Source: an optimization exercise on an open RTL-to-GDS flow (aim: small area, a short achievable clock period and few clock cycles). Production flows keep margins and buffers that such runs may drop. Only simulation tests tie the RTL to the original design; equivalence was not proved. Power is estimated from default activity; no workload was simulated.

**design/flow/flow/run.sh**
```bash
#!/bin/bash
# Layout with the standard flow, with timing repair aimed past the clock period.
set -euo pipefail
bash standard.sh SETUP_SLACK_MARGIN=6.5 finish > standard_finish.log 2>&1
```
**design/flow/standard.sh**
```bash
#!/bin/bash
# synth_recipe.tcl (not shown) runs the flow's synth.tcl, then flattens the netlist and writes it again
# the make line also repeats each setting of config.mk as NAME=value (left out here)
make -C /OpenROAD-flow-scripts/flow DESIGN_CONFIG=/design/flow/config.mk WORK_HOME=/design/flow/orfs CLKGATE_MAP_FILE= SYNTH_SCRIPT=/design/flow/synth_recipe.tcl "${@:-finish}"
```
**design/flow/config.mk**
```make
export PLATFORM = sky130hd
export DESIGN_NAME = rv_pl
export DESIGN_NICKNAME = rv_pl
export VERILOG_FILES = /design/flow/design.v
export SDC_FILE = /design/flow/constraint.sdc
export NUM_CORES = 8
export LEC_CHECK = 0
export CAP_MARGIN = 20
export CORE_MARGIN = 2
export CORE_UTILIZATION = 58
export CTS_BUF_LIST = sky130_fd_sc_hd__clkbuf_8
export CTS_CLUSTER_SIZE = 30
export SLEW_MARGIN = 20
```
**design/flow/constraint.sdc**
```tcl
create_clock -name core_clock -period 10.0 [get_ports {clk}]
set_input_delay 2.0000 -clock core_clock [delete_from_list [all_inputs] [get_ports {clk}]]
set_output_delay 2.0000 -clock core_clock [all_outputs]
set_load 0.01 [all_outputs]
```
**design/flow/design.v**
```verilog
module rv_pl(
    input  wire        clk,
    input  wire        rst_n,
    output wire [31:0] m_inst_axi_araddr,
    output wire        m_inst_axi_arvalid,
    input  wire        m_inst_axi_arready,
    input  wire [31:0] m_inst_axi_rdata,
    input  wire [1:0]  m_inst_axi_rresp,
    input  wire        m_inst_axi_rvalid,
    output wire        m_inst_axi_rready,
    output wire [2:0]  m_inst_axi_arprot,
    output wire [31:0] m_data_axi_awaddr,
    output wire        m_data_axi_awvalid,
    input  wire        m_data_axi_awready,
    output wire [31:0] m_data_axi_wdata,
    output wire [3:0]  m_data_axi_wstrb,
    output wire        m_data_axi_wvalid,
    input  wire        m_data_axi_wready,
    input  wire [1:0]  m_data_axi_bresp,
    input  wire        m_data_axi_bvalid,
    output wire        m_data_axi_bready,
    output wire [31:0] m_data_axi_araddr,
    output wire        m_data_axi_arvalid,
    input  wire        m_data_axi_arready,
    input  wire [31:0] m_data_axi_rdata,
    input  wire [1:0]  m_data_axi_rresp,
    input  wire        m_data_axi_rvalid,
    output wire        m_data_axi_rready,
    output wire [2:0]  m_data_axi_arprot,
    output wire [2:0]  m_data_axi_awprot,
    output reg         done
);
    localparam QD      = 3;      
    localparam MAXOUT  = 4;      
    localparam [2:0] SKIPMAX = 3'd4;
    function [31:0] to_bus(input [31:0] pc);
        to_bus = {pc[31] ^ pc[30], ~pc[30], pc[29:0]};
    endfunction
    reg        ar_v;             
    reg [31:0] ar_addr;          
    reg        stale;            
    reg [2:0]  out_cnt;          
    reg [2:0]  drop_cnt;         
    reg [MAXOUT-1:0] out_pt;     
    reg [31:0] qd [0:QD-1];      
    reg [QD-1:0] qv;             
    reg [QD-1:0] qpt;            
    reg        bt_v;             
    reg [31:1] bt_tag, bt_tgt;
    reg [31:0] d_pc;             
    reg [2:0]  skip_cnt;         
    reg        ev;
    reg [31:0] op_a, op_b, e_x;  
    reg [4:0]  e_rd;
    reg [4:0]  e_sh;             
    reg        w_v;
    reg [4:0]  w_rd;
    reg [31:0] w_res;
    reg        e_sub, e_sra, e_shl, e_wr, e_lw, e_sw, e_beq;
    reg        e_add, e_shf, e_slt, e_sltu, e_xor, e_or, e_and;    
    reg        e_skip;           
    reg [2:0]  e_skipn;
    reg        d_arv, d_awv, d_wv;
    reg        ld_busy, st_busy;
    reg [31:0] d_addr, d_wdata;
    reg [4:0]  ld_rd;
    reg [31:0] rf [1:31];
    wire [31:0] ea = op_a;
    wire [31:0] eb = op_b;
    wire [31:0] ex = e_x;
    wire [4:0]  es = e_sh;
    wire [32:0] sum = {1'b0, ea} + {1'b0, eb ^ {32{e_sub}}} + {32'd0, e_sub};
    wire ltu = ~sum[32];
    wire lts = (ea[31] ^ eb[31]) ? ea[31] : sum[31];
    function [31:0] rev32(input [31:0] x);
        integer k;
        for (k = 0; k < 32; k = k + 1) rev32[k] = x[31-k];
    endfunction
    wire [31:0] sh_in = e_shl ? rev32(ea) : ea;
    wire [32:0] sh_r  = $signed({e_sra & ea[31], sh_in}) >>> es;
    wire [31:0] e_res = ({32{e_add}} & sum[31:0])
                      | ({32{e_shf & ~e_shl}} & sh_r[31:0])
                      | ({32{e_shf & e_shl}} & rev32(sh_r[31:0]))
                      | {31'd0, (e_slt & lts) | (e_sltu & ltu)}
                      | ({32{e_xor}} & (ea ^ eb))
                      | ({32{e_or}} & (ea | eb))
                      | ({32{e_and}} & (ea & eb));
    wire e_mem   = e_lw | e_sw;
    wire mem_wait = (st_busy & ~m_data_axi_bvalid) | (ld_busy & ~m_data_axi_rvalid);
    wire e_block = ev & e_mem & mem_wait;      
    wire e_fire  = ev & ~e_block;
    wire e_taken = ev & e_beq & (ea == eb);
    wire e_redir = e_taken & ~e_skip;
    wire e_sk    = e_taken & e_skip;
    wire        ld_ret = ld_busy & m_data_axi_rvalid;
    wire        e_wb   = ev & e_wr;             
    wire        wb_en  = ld_busy ? m_data_axi_rvalid : w_v;
    wire [4:0]  wb_rd  = ld_busy ? ld_rd : w_rd;
    wire [31:0] wb_val = ld_busy ? m_data_axi_rdata : w_res;
    always @(posedge clk or negedge rst_n) begin
        if (!rst_n) w_v <= 1'b0;
        else w_v <= e_wb;
    end
    always @(posedge clk) begin
        if (e_wb) begin
            w_res <= e_res;
            w_rd  <= e_rd;
        end
    end
    always @(posedge clk) begin
        if (wb_en && wb_rd != 5'd0) rf[wb_rd] <= wb_val;
    end
    wire [31:0] ins = qd[0];
    wire        dv  = qv[0];
    wire [4:0]  opc = ins[6:2];
    wire is_lui = (opc == 5'b01101);
    wire is_jal = (opc == 5'b11011);
    wire is_beq = (opc == 5'b11000);
    wire is_lw  = (opc == 5'b00000);
    wire is_sw  = (opc == 5'b01000);
    wire is_opi = (opc == 5'b00100);
    wire is_op  = (opc == 5'b01100);
    wire [2:0] f3 = ins[14:12];
    wire [4:0] rs1 = ins[19:15];
    wire [4:0] rs2 = ins[24:20];
    wire sgn  = ins[31];
    wire zext = is_opi & f3[2] & (f3[1] | ~f3[0]);    
    wire [31:0] imm_i = {{20{sgn & ~zext}}, ins[31:20]};
    wire [31:0] imm_s = {{20{sgn}}, ins[31:25], ins[11:7]};
    wire [31:0] imm_b = {{20{sgn}}, ins[7], ins[30:25], ins[11:8], 1'b0};
    wire [31:0] imm_j = {{12{sgn}}, ins[19:12], ins[20], ins[30:21], 1'b0};
    wire [31:0] imm_u = {ins[31:12], 12'b0};
    reg [31:0] rf1, rf2;
    integer r;
    always @(*) begin
        rf1 = 32'd0;
        rf2 = 32'd0;
        for (r = 1; r < 32; r = r + 1) begin
            rf1 = rf1 | (rf[r] & {32{rs1 == r}});
            rf2 = rf2 | (rf[r] & {32{rs2 == r}});
        end
    end
    wire [31:0] d_pc4 = d_pc + 32'd4;
    wire [31:0] d_tgt = d_pc + (ins[2] ? imm_j : imm_b);
    wire d_mem   = is_lw | is_sw;
    wire d_dep   = ((rs1 == ld_rd) & (rs1 != 5'd0)) | (is_sw & (rs2 == ld_rd) & (rs2 != 5'd0));
    wire d_ok    = ~e_block & ~(ev & e_lw) & (~ld_busy | ld_ret | (d_mem & ~d_dep));
    wire squash  = (skip_cnt != 3'd0) | e_sk;
    wire d_load  = dv & d_ok;                            
    wire d_adv   = d_load & ~squash & ~e_redir;          
    wire d_sq    = dv & squash;                          
    wire d_take  = dv & (d_ok | squash);                 
    wire d_jal   = is_jal & ~squash;
    wire d_redir_raw = d_take & (d_jal ^ qpt[0]);
    wire d_redir = d_redir_raw & ~e_redir;
    wire [31:0] d_next = d_jal ? d_tgt : d_pc4;
    wire d_short = is_beq & ~sgn & (ins[30:25] == 6'd0) & ~ins[7] & ~ins[8]
                 & (ins[11:10] != 2'b00) & (ins[11:9] <= SKIPMAX);
    wire [2:0] skip_n = (e_sk ? e_skipn : skip_cnt) - {2'b0, d_sq};
    assign m_inst_axi_arvalid = ar_v;
    assign m_inst_axi_araddr  = ar_addr;
    assign m_inst_axi_arprot  = 3'b000;
    assign m_inst_axi_rready  = ~qv[QD-1];    
    wire redirect = e_redir | d_redir;
    wire hs_ar   = ar_v & m_inst_axi_arready;
    wire hs_r    = m_inst_axi_rvalid & ~qv[QD-1];
    wire dropped = hs_r & (drop_cnt != 3'd0);
    wire keep    = hs_r & (drop_cnt == 3'd0) & ~redirect;
    wire pend_n  = ar_v & ~m_inst_axi_arready;
    wire bt_hit  = bt_v & (bt_tag == ar_addr[31:1]);
    wire [2:0] out_n  = out_cnt + {2'b0, hs_ar} - {2'b0, hs_r};
    wire [2:0] drop_n = redirect ? out_n : (drop_cnt - {2'b0, dropped} + {2'b0, hs_ar & stale});
    wire issue  = ~pend_n & (({2'b0, out_cnt} + {4'b0, ar_v}) < MAXOUT);
    wire [QD-1:0] qv_s = d_take ? (qv >> 1) : qv;
    wire [QD-1:0] qv_n = redirect ? {QD{1'b0}} : (keep ? {qv_s[QD-2:0], 1'b1} : qv_s);
    integer i;
    always @(posedge clk) begin
        for (i = 0; i < QD; i = i + 1) begin
            if (d_take) begin
                if (i + 1 < QD && qv[(i + 1) % QD]) qd[i] <= qd[(i + 1) % QD];
                else qd[i] <= m_inst_axi_rdata;
            end else if (!qv[i]) begin
                qd[i] <= m_inst_axi_rdata;
            end
        end
    end
    always @(posedge clk or negedge rst_n) begin
        if (!rst_n) begin
            ar_v     <= 1'b0;
            ar_addr  <= 32'h4000_0000;
            stale    <= 1'b0;
            out_cnt  <= 3'd0;
            drop_cnt <= 3'd0;
            out_pt   <= {MAXOUT{1'b0}};
            qv       <= {QD{1'b0}};
            qpt      <= {QD{1'b0}};
            bt_v     <= 1'b0;
            d_pc     <= 32'd0;
            skip_cnt <= 3'd0;
        end else begin
            out_cnt  <= out_n;
            drop_cnt <= drop_n;
            qv       <= qv_n;
            skip_cnt <= skip_n;
            begin : optq
                reg [MAXOUT-1:0] o;
                o = hs_r ? (out_pt >> 1) : out_pt;
                if (hs_ar) o[out_cnt - {2'b0, hs_r}] = bt_hit & ~stale;
                out_pt <= o;
            end
            begin : qptq
                reg [QD-1:0] q;
                q = d_take ? (qpt >> 1) : qpt;
                for (i = 0; i < QD; i = i + 1) if (!qv_s[i]) q[i] = out_pt[0];
                qpt <= q;
            end
            if (e_redir) d_pc <= e_x;
            else if (d_take) d_pc <= d_next;
            if (dv & is_jal & ~qpt[0]) begin
                bt_v   <= 1'b1;
                bt_tag <= ar_tag(d_pc);
                bt_tgt <= ar_tag(d_tgt);
            end
            if (redirect & pend_n) stale <= 1'b1;
            else if (hs_ar) stale <= 1'b0;
            if (e_redir & ~pend_n) ar_addr <= to_bus(e_x);
            else if (d_redir_raw & ~pend_n) ar_addr <= to_bus(d_next);
            else if (hs_ar) ar_addr <= stale ? to_bus(d_pc) : (bt_hit ? {bt_tgt, 1'b0} : ar_addr + 32'd4);
            ar_v <= pend_n | issue;
        end
    end
    function [31:1] ar_tag(input [31:0] pc);
        reg [31:0] t;
        begin
            t = to_bus(pc);
            ar_tag = t[31:1];
        end
    endfunction
    wire uses_b = is_op | is_beq;
    wire fwdE1 = e_wb & (e_rd == rs1) & (rs1 != 5'd0);
    wire fwdE2 = e_wb & (e_rd == rs2) & (rs2 != 5'd0);
    wire fwdW1 = wb_en & (wb_rd == rs1) & (rs1 != 5'd0);
    wire fwdW2 = wb_en & (wb_rd == rs2) & (rs2 != 5'd0);
    wire [31:0] rv1 = fwdW1 ? wb_val : rf1;
    wire [31:0] rv2 = fwdW2 ? wb_val : rf2;
    wire [31:0] a_src = is_jal ? d_pc4 : (is_lui ? 32'd0 : rv1);
    wire [31:0] b_src = uses_b ? rv2 : (is_sw ? imm_s : (is_lui ? imm_u : (is_jal ? 32'd0 : imm_i)));
    wire [31:0] x_src = is_sw ? rv2 : d_tgt;
    wire is_sh = (is_op | is_opi) & (f3[1:0] == 2'b01);
    always @(posedge clk) begin
        if (d_load) begin
            op_a  <= (fwdE1 & ~is_jal & ~is_lui) ? e_res : a_src;
            op_b  <= (fwdE2 & uses_b) ? e_res : b_src;
            e_x   <= (fwdE2 & is_sw) ? e_res : x_src;
            e_sh  <= ~is_sh ? 5'd0 : ((fwdE2 & is_op) ? e_res[4:0] : b_src[4:0]);
            e_rd  <= ins[11:7];
            e_sub <= (is_op & ins[30] & (f3 == 3'd0)) | ((is_op | is_opi) & (f3[2:1] == 2'b01));
            e_sra <= ins[30];
            e_shl <= ~f3[2];
            e_add <= ~(is_op | is_opi) | (f3 == 3'd0);
            e_shf <= is_sh;
            e_slt <= (is_op | is_opi) & (f3 == 3'd2);
            e_sltu <= (is_op | is_opi) & (f3 == 3'd3);
            e_xor <= (is_op | is_opi) & (f3 == 3'd4);
            e_or  <= (is_op | is_opi) & (f3 == 3'd6);
            e_and <= (is_op | is_opi) & (f3 == 3'd7);
            e_wr  <= is_lui | is_jal | is_op | is_opi;
            e_lw  <= is_lw;
            e_sw  <= is_sw;
            e_beq <= is_beq;
            e_skip  <= d_short;
            e_skipn <= ins[11:9] - 3'd1;
        end
    end
    always @(posedge clk or negedge rst_n) begin
        if (!rst_n) ev <= 1'b0;
        else ev <= e_block | d_adv;
    end
    assign m_data_axi_araddr  = d_addr;
    assign m_data_axi_awaddr  = d_addr;
    assign m_data_axi_arvalid = d_arv;
    assign m_data_axi_awvalid = d_awv;
    assign m_data_axi_wvalid  = d_wv;
    assign m_data_axi_wdata   = d_wdata;
    assign m_data_axi_wstrb   = 4'b1111;
    assign m_data_axi_arprot  = 3'b000;
    assign m_data_axi_awprot  = 3'b000;
    assign m_data_axi_rready  = 1'b1;
    assign m_data_axi_bready  = 1'b1;
    always @(posedge clk) begin
        if (e_fire & e_mem) d_addr <= sum[31:0];
        if (e_fire & e_sw)  d_wdata <= ex;
        if (e_fire & e_lw)  ld_rd <= e_rd;
    end
    always @(posedge clk or negedge rst_n) begin
        if (!rst_n) begin
            d_arv   <= 1'b0;
            d_awv   <= 1'b0;
            d_wv    <= 1'b0;
            ld_busy <= 1'b0;
            st_busy <= 1'b0;
            done    <= 1'b0;
        end else begin
            if (m_data_axi_arready) d_arv <= 1'b0;
            if (m_data_axi_awready) d_awv <= 1'b0;
            if (m_data_axi_wready)  d_wv  <= 1'b0;
            if (m_data_axi_rvalid)  ld_busy <= 1'b0;
            if (m_data_axi_bvalid) begin
                st_busy <= 1'b0;
                if (st_busy && d_addr == 32'h42001FFC && d_wdata == 32'hDEADBEEF) done <= 1'b1;
            end
            if (e_fire & e_lw) begin
                d_arv   <= 1'b1;
                ld_busy <= 1'b1;
            end
            if (e_fire & e_sw) begin
                d_awv   <= 1'b1;
                d_wv    <= 1'b1;
                st_busy <= 1'b1;
            end
        end
    end
endmodule
```
==> results of run 1 <==
## flip-flops by register name, summed over array words and instances, names as in the netlist, 4 cells and up
register	flops
ar_addr	32
bt_tag	31
bt_tgt	31
d_addr	32
d_pc	32
d_wdata	32
e_rd	5
e_sh	5
e_x	32
ld_rd	5
op_a	32
op_b	32
out_pt	4
qd	90
rf	992
w_rd	5
w_res	32
## metrics by stage
stage	cell area [µm²]	power [mW]	utilization	std cells	worst slack, ns
6_report	89800	25.4	0.716	8526	6.15
5_1_grt	89800	25.8	0.716	8520	6.11
4_1_cts	86400	23.4	0.689	8328	6.28
3_5_place_dp	77400	16.9	0.617	7563	4.38
3_3_place_gp	77400	16.8	0.617	7563	4.40
2_1_floorplan	73900	13.6	-	6007	6.00
## routing by layer
layer | GRT usage | routed length [µm] | share of wire | up-vias
li1 | - | - | - | 25229
met2 | 0.704 | 138000 | 0.39 | 7460
met1 | 0.630 | 111000 | 0.32 | 31504
met3 | 0.241 | 62400 | 0.18 | 2269
met4 | 0.396 | 37700 | 0.11 | 32
met5 | 0.0263 | 732 | 0.0021 | -
## worst min-delay path by stage
stage	start	to	slack [ns]	cells after the start
2_1_floorplan	e_x[12]	d_wdata[12]	0.43	0
3_3_place_gp	e_x[13]	d_wdata[13]	0.44	0
3_5_place_dp	e_x[13]	d_wdata[13]	0.45	0
4_1_cts	e_x[13]	d_wdata[13]	0.47	0
5_1_grt	e_x[3]	d_wdata[3]	0.48	0
6_report	e_x[3]	d_wdata[3]	0.47	0
## kinds of logic (layout without fill, tap and decap cells)
| kind of cell | after synthesis | count (layout) | share of synthesized area |
|---|---|---|---|
| buffers and inverters | 621 | 1473 | 0.0378 |
| multiplexers | 256 | 256 | 0.0457 |
| AND/OR/NAND/NOR | 1414 | 1419 | 0.0929 |
| XOR/XNOR | 212 | 212 | 0.0254 |
| other | 2 | 25 | 0.000103 |
| flip-flops | 1468 | 1468 | 0.588 |
| AO/OA/AOI/OAI | 1879 | 1881 | 0.186 |
| adder cells (fa/ha/maj) | 142 | 142 | 0.0247 |
## area by class of cell
cell class,instances,area share
well taps,1650,0.0230
diodes,10,0.000279
repair inverters,1,0.0000836
clock buffers,232,0.0355
flip-flops and latches,1468,0.479
multi-input cells,3925,0.347
repair buffers,893,0.0939
inverters,155,0.00673
clock inverters,192,0.0142
## critical path, stage by stage (launching register included)
cell,delay (ns)
edfxtp_1,0.38
buf_6,0.16
buf_16,0.15
xor2_1,0.16
ha_1,0.33
buf_4,0.17
a21oi_1,0.28
o211ai_1,0.19
o21bai_4,0.22
a31o_4,0.25
a41o_1,0.20
a21oi_2,0.18
xnor2_2,0.09
a221o_2,0.53
mux2_4,0.30
## report_power, final
part | total (mW) | switching [mW] | internal, mW | leakage [nW]
clock | 5.09 | 2.56 | 2.52 | 2.58
sequential | 8.71 | 0.683 | 8.02 | 13.5
combinational | 11.6 | 7.16 | 4.42 | 15.9
## cells in the final DEF (no fill, tap or decap), types with 60 or more instances in the layout
master and n:
edfxtp_1 1314, nor3_1 69, nor2_1 183, buf_2 82, nor2_4 102, clkdlybuf4s50_1 67
nand2_1 478, xnor2_1 85, o211ai_1 94, inv_1 204, nand3_1 96, a21oi_1 155
o21ai_0 136, nand4_1 220, dfrtp_1 61, a222oi_1 64, ha_1 113, buf_4 496
dfxtp_1 60, mux2i_1 66, a22oi_1 820, clkbuf_8 233, xor2_1 84, o21ai_1 60
mux2_2 84, buf_6 159
## what timing repair did
item / in CTS / in global routing
cloned: 17 / 9
setup buffers: 324 / 179
pin swaps: 145 / 159
endpoints found under the setup margin: 1402 / 538
gates resized for setup: 991 / 404
==> run summary, run 1 <==
- Port buffer count: a little over 200
- Maximum root-to-sink buffer count: 3
- WS Path Type: reg2reg
- Achievable Freq: 259 MHz
- Die area: 129000 µm²
- Post-synthesis sequential area ratio: 0.588
- Final Hold Violating Endpoints: 0
- Share of the synthesized area in the top cell type: 0.539
- Die height: roughly 360 µm
- Reg-to-reg slack, setup: about 6.1 ns
- Number of iterations in the first detailed-routing pass: 15
- Worst skew pair latency: 1.07 ns
- Unrepaired setup endpoints after global routing: yes
- Worst Setup SP: e_sub
- Grt ovf: 0
- Initial antenna violation count: 18
- Arr. time, crit path: between 4 and 5 ns
- Reg2Reg Capture Point: op_a[24]
- H-tree Lvls: 4
- #FFs+latches synth: 1468
- Final slew viol count: 0
- Yosys cell types: 105
- Multi-input logic area: 31200 µm²
- Peak VDD IR: ~0.17 mV
- Worst-Margin Slew: between 1 and 1.5 ns
- Vias: around 66000
- Dpl hpwl: between 150 and 200 mm
- Drc violations: 0
- Mapped Cells: between 5000 and 6000
- DRT Wirelength: ~350 mm
- Yosys warns: 2
- Most frequent cell after synthesis: edfxtp_1
- Site row count: 130
- Share of flip-flops with an asynchronous set or reset: 0.0640
- CP required: between 10 and 15 ns
- Area growth from synthesis to layout: 22.8%
- Number of CTS-inserted buffers: about 230
- Synth area leader: edfxtp_1
- Post-Syn Area: 73200 µm²
- Status: finished clean
- Setup Viol. Count Final: 0
- Slew margin rel.: 0.269
- Min cycle time layout: ~3.9 ns
- Hold_ws: ~0.47 ns
- CTS tree: done
- Setup TNS Final: 0 ns
- Register area: 43100 µm²
- Worst R2R Start: e_sub
- GPL Wtd Cong: 0.989
- Final cycle utilization of the critical path: 0.385
- GRT Util Overall: 0.516
- Crit. End Element: register
- Clk sinks: ~1500
- Critical Path End: op_a[24]
- Skew final: around 0.12 ns
- Antenna violation net count after detailed routing: 0
- Vias in the first global route: 60599
- Synth area leaders: edfxtp_1, a22oi_1, dfrtp_1
- Largest net degree at the start of global routing: between 70 and 80
- Hold WC Path Type: reg2reg
- Leakage: ~32 nW
- Post-synth EDFFs: between 1000 and 1500
- FF-to-FF path depth: 14
- Worst-path clk slew: approximately 0.06 ns
- Syn Area/Cell: ~12 µm²
- CP Launch Type: register
- First-pass GRT wire length: 466 mm
- Core area: 125000 µm²
- Worst Path Max Fanout: 8
- Post-DR vias/cell: 7.80
- Cts hold-fix bufs: 0
- I/O pins: between 200 and 250
- Share of post-route cells with drive strength above 1: 0.273
- Most used flip-flop cell after synthesis: edfxtp_1
- Die X: roughly 360 µm
- # fillers: 8570
- Final #Nets: about 6900
- Most frequent cells after synthesis: edfxtp_1, a22oi_1, nand2_1, clkbuf_1, nor2_1
- PwrDens: between 200 and 300 nW/µm²
- Post-DR wirelength/cell: approximately 41 µm
- Clk root buf: clkbuf_8
- Max_cap viols: 0
- Starting Density: 0.583
- First DRT Iteration DRCs: between 10000 and 15000
Testbench counts, summed over its fixed seeds: cycles 188,293.
==> run 2: changes to the inputs <==
==> design/flow/flow/run.sh (replaced) <==
#!/bin/bash
# Layout with the standard flow: timing repair aimed past the clock period,
# and plain buf_2 cells (instead of the default weak delay cells) as port buffers.
set -euo pipefail
bash standard.sh SETUP_SLACK_MARGIN=6.4 "BUFFER_PORTS_ARGS=-buffer_cell sky130_fd_sc_hd__buf_2" finish > standard_finish.log 2>&1
--- a/design/flow/config.mk
+++ b/design/flow/config.mk
@@ -7,7 +7,7 @@
 export LEC_CHECK = 0
 export CAP_MARGIN = 20
 export CORE_MARGIN = 2
-export CORE_UTILIZATION = 58
+export CORE_UTILIZATION = 62
 export CTS_BUF_LIST = sky130_fd_sc_hd__clkbuf_8
 export CTS_CLUSTER_SIZE = 30
 export SLEW_MARGIN = 20
==> run summary, run 2 <==
- Status: finished clean
- Number of CTS-inserted buffers: 226 (-0.88%)
- Non-Filler Instances: 8258 (-3.1%)
- H-tree Lvls: 4 (unchanged)
- Max reg flops: 992 (unchanged)
- Dpl hpwl: 189 mm (-4.1%)
- Synth area leader: edfxtp_1
- PwrDens: 288 nW/µm² (+2.0%)
- Commonest non-fill, non-tap cell in the layout: edfxtp_1
- Vias: 66214 (-0.42%)
- Arr. time, crit path: 4.68 ns (+0.08 ns)
- Vias in the first global route: 59591 (-1.7%)
- CP required: 10.74 ns (about the same)
- Site row count: 126 (-3.1%)
- Post-DR wirelength/cell: 41.3 µm (+0.73%)
- Number of iterations in the first detailed-routing pass: 14 (-1)
- Most frequent cells after synthesis: edfxtp_1, a22oi_1, nand2_1, clkbuf_1, nor2_1
- Grt ovf: 0 (unchanged)
- CP bufs+invs: 3 (unchanged)
- Synth area leaders: edfxtp_1, a22oi_1, dfrtp_1
- CP Launch Type: register
- Slew margin rel.: 0.205 (-0.0636)
- Final cycle utilization of the critical path: 0.394 (+0.00900)
- Core area: 118000 µm² (-6.2%)
- CP max stage delay: 0.48 ns (-0.05 ns)
- Most used flip-flop cell after synthesis: edfxtp_1
- Initial antenna violation count: 22 (+4)
- Largest regs: rf (992), qd (90)
- Yosys warns: 2 (unchanged)
- Crit-path cells: buf_6, buf_12, buf_16, xor2_4, ha_4, and3_4, nor2b_4, nand2_1, o21bai_1, a31o_4, a41o_1, a21oi_2, xnor2_2, a221o_2, mux2_4
- Hold_ws: 0.475 ns (+0.00550 ns)
- Die X: 348 µm (-3.2%)
- Most frequent cell after synthesis: edfxtp_1
- DRT Wirelength: 341 mm (-2.4%)
- Top reg by flops: rf
- Post-DR vias/cell: 8.02 (+2.8%)
- Setup TNS Final: 0 ns (unchanged)
- Final #Nets: 6736 (-2.3%)
- Worst-path clk slew: 0.07 ns (about the same)
- Achievable Freq: 254 MHz (-2.3%)
- GPL Wtd Cong: 1.01 (+2.6%)
- Share of flip-flops with an asynchronous set or reset: 0.0640 (unchanged)
- Final Hold Violating Endpoints: 0 (unchanged)
- Worst-Margin Slew: 1.18 ns (+0.0869 ns)
- First-pass GRT wire length: 453 mm (-2.7%)
- CP top delay family: compound AO/OA/AOI/OAI gates
- Skew final: 0.104 ns (-0.0123 ns)
- Post-Syn Area: 73200 µm² (unchanged)
- Hold WC Path Type: reg2reg
- Peak VDD IR: 0.173 mV (-0.46%)
- WS Path Type: reg2reg
- Maximum root-to-sink buffer count: 3 (unchanged)
- FF-to-FF path depth: 15 (+1)
- Unrepaired setup endpoints after global routing: yes
- Yosys cell types: 105 (unchanged)
- Post-synth EDFFs: 1314 (unchanged)
- Port buffer count: 204 (unchanged)
- Inst Count DP: 7434 (-1.7%)
- Largest net degree at the start of global routing: 125 (+62%)
- Slowest CP cell: a221o_2
- Share of the synthesized area in the top cell type: 0.539 (unchanged)
- # fillers: 7697 (-10%)
- Syn Area/Cell: 12.2 µm² (unchanged)
- Worst skew pair latency: 1.05 ns (-0.02 ns)
- Cts hold-fix bufs: 0 (unchanged)
- Final slew viol count: 0 (unchanged)
- Clk root buf: clkbuf_8
- I/O pins: 228 (unchanged)
- CP Depth: 15 (+1)
- Max_cap viols: 0 (unchanged)
- Commonest cells after routing, fill and taps aside: edfxtp_1, a22oi_1, nand2_1
- Share of post-route cells with drive strength above 1: 0.261 (-0.0113)
- Crit. End Element: register
- Drc violations: 0 (unchanged)
- Setup Viol. Count Final: 0 (unchanged)
- Die height: 348 µm (-3.2%)
- Starting Density: 0.622 (+0.0387)
- Area growth from synthesis to layout: 19.6%
- CTS tree: done
- Leakage: 30.9 nW (-3.3%)
- Min cycle time layout: 3.94 ns (+0.0900 ns)
- GRT Util Overall: 0.541 (+0.0249)
- Die area: 121000 µm² (-6.4%)
- Cell depth of the worst hold path: 0 (unchanged)
- Mapped Cells: 5994 (unchanged)
- First DRT Iteration DRCs: 15524 (+4.2%)
- Clk sinks: 1468 (unchanged)
- #FFs+latches synth: 1468 (unchanged)
- Antenna violation net count after detailed routing: 0 (unchanged)
- Post-synthesis sequential area ratio: 0.588 (unchanged)
- Worst Path Max Fanout: 8 (unchanged)
run 2: worst register-to-register path, stage by stage, from the launching register on:
cell      delay [ns]
edfxtp_1        0.40
buf_6           0.16
buf_12          0.13
buf_16          0.17
xor2_4          0.21
ha_4            0.32
and3_4          0.18
nor2b_4         0.17
nand2_1         0.16
o21bai_1        0.34
a31o_4          0.25
a41o_1          0.18
a21oi_2         0.07
xnor2_2         0.15
a221o_2         0.48
mux2_4          0.31
run 2: final timing paths:
| check | start | end | slack, ns |
|---|---|---|---|
| max reg2reg | e_sub | op_a[24] | 6.06 |
| min | e_x[14] | d_wdata[14] | 0.48 |
| min in group asynchronous | rst_n | ar_addr[8] | 1.27 |
| max in group asynchronous | rst_n | ar_addr[19] | 7.53 |
| max | e_sub | op_a[24] | 6.06 |
| min reg2reg | e_x[14] | d_wdata[14] | 0.48 |
run 2: cell type report:
type | instances | area [µm²] | share of cell area
timing repair inverter | 1 | 7.51 | 0.0000858
inverter | 155 | 603 | 0.00689
tap | 1536 | 1920 | 0.0220
sequential | 1468 | 43000 | 0.492
timing repair buffer | 738 | 6240 | 0.0713
clock buffer | 234 | 3220 | 0.0368
multi-input combinational | 3925 | 31000 | 0.354
antenna | 19 | 47.5 | 0.000543
clock inverter | 182 | 1420 | 0.0162
run 2: repair_timing:
| item | 4_1_cts | 5_1_grt |
|---|---|---|
| setup endpoints to repair | 650 | 333 |
| buffers inserted | 232 | 135 |
| cloned | 11 | 11 |
| resized for setup | 333 | 364 |
| pin swaps | 89 | 129 |
run 2: through the flow:
| step | util | worst slack, ns | total power [mW] | area (µm²) |
|---|---|---|---|---|
| after floorplan | - | 5.89 | 13.5 | 73700 |
| after global placement | 0.647 | 4.60 | 16.7 | 76100 |
| after detailed placement | 0.647 | 4.55 | 16.8 | 76100 |
| after CTS | 0.718 | 6.31 | 23.1 | 84400 |
| after global routing | 0.744 | 5.97 | 25.6 | 87500 |
| final | 0.744 | 6.06 | 25.2 | 87500 |
run 2: logic make-up after synthesis:
kind of cell | share of synthesized area
compound gates | 0.186
flops | 0.588
simple gates | 0.0929
buf+inv | 0.0378
mux | 0.0457
xor+xnor | 0.0254
fa+ha+maj | 0.0247
other cells | 0.000103
run 2: where the power goes:
part	switching [mW]	internal, mW	total (mW)
clock network	2.55	2.74	5.29
logic	7.10	4.14	11.2
registers	0.673	8.03	8.70
total	10.3	14.9	25.2
run 2: per-layer routing:
metal  vias up  GRT usage  wire (µm)  part of all wire
met5         -     0.0168        683            0.0020
met4        41      0.408      37700              0.11
met3      2464      0.281      63900              0.19
met2      7894      0.735     134000              0.39
met1     30923      0.650     105000              0.31
li1      24892          -          -                 -

port drivers added, routing unchanged:
In the flow no input, the clock included, has a driving cell. The finished layouts below were timed again as built, in two steps.
Step 1: set_driving_cell puts a clkbuf_16 on clk and a buf_2 on each other input, an assumption about the parent block.
Step 2 adds t to the input delays and takes it off the output delays; t is the mean of the earliest and latest rising clock arrival at the registers after step 1. Input paths then give back, and output paths get back, about the clock's delay inside the block.
Three values: ideal, step 1, step 2; two values: the first two.
| run | t, ns | setup WS [ns] | clock arrival spread, ns | worst slew at a driven data input, ns | pins driven straight from the clock port |
|---|---|---|---|---|---|
| run 1 | 1.087 | 6.146 / 6.146 / 5.190 | 0.144 / 0.144 | 0.10 | 1 |
| run 2 | 1.083 | 6.056 / 6.056 / 5.073 | 0.107 / 0.106 | 0.08 | 1 |
After both steps every run listed still meets setup and hold. The setup slack of run 2, which loses most, moves by 0.000 ns with the drivers and by -0.983 ns with both steps.
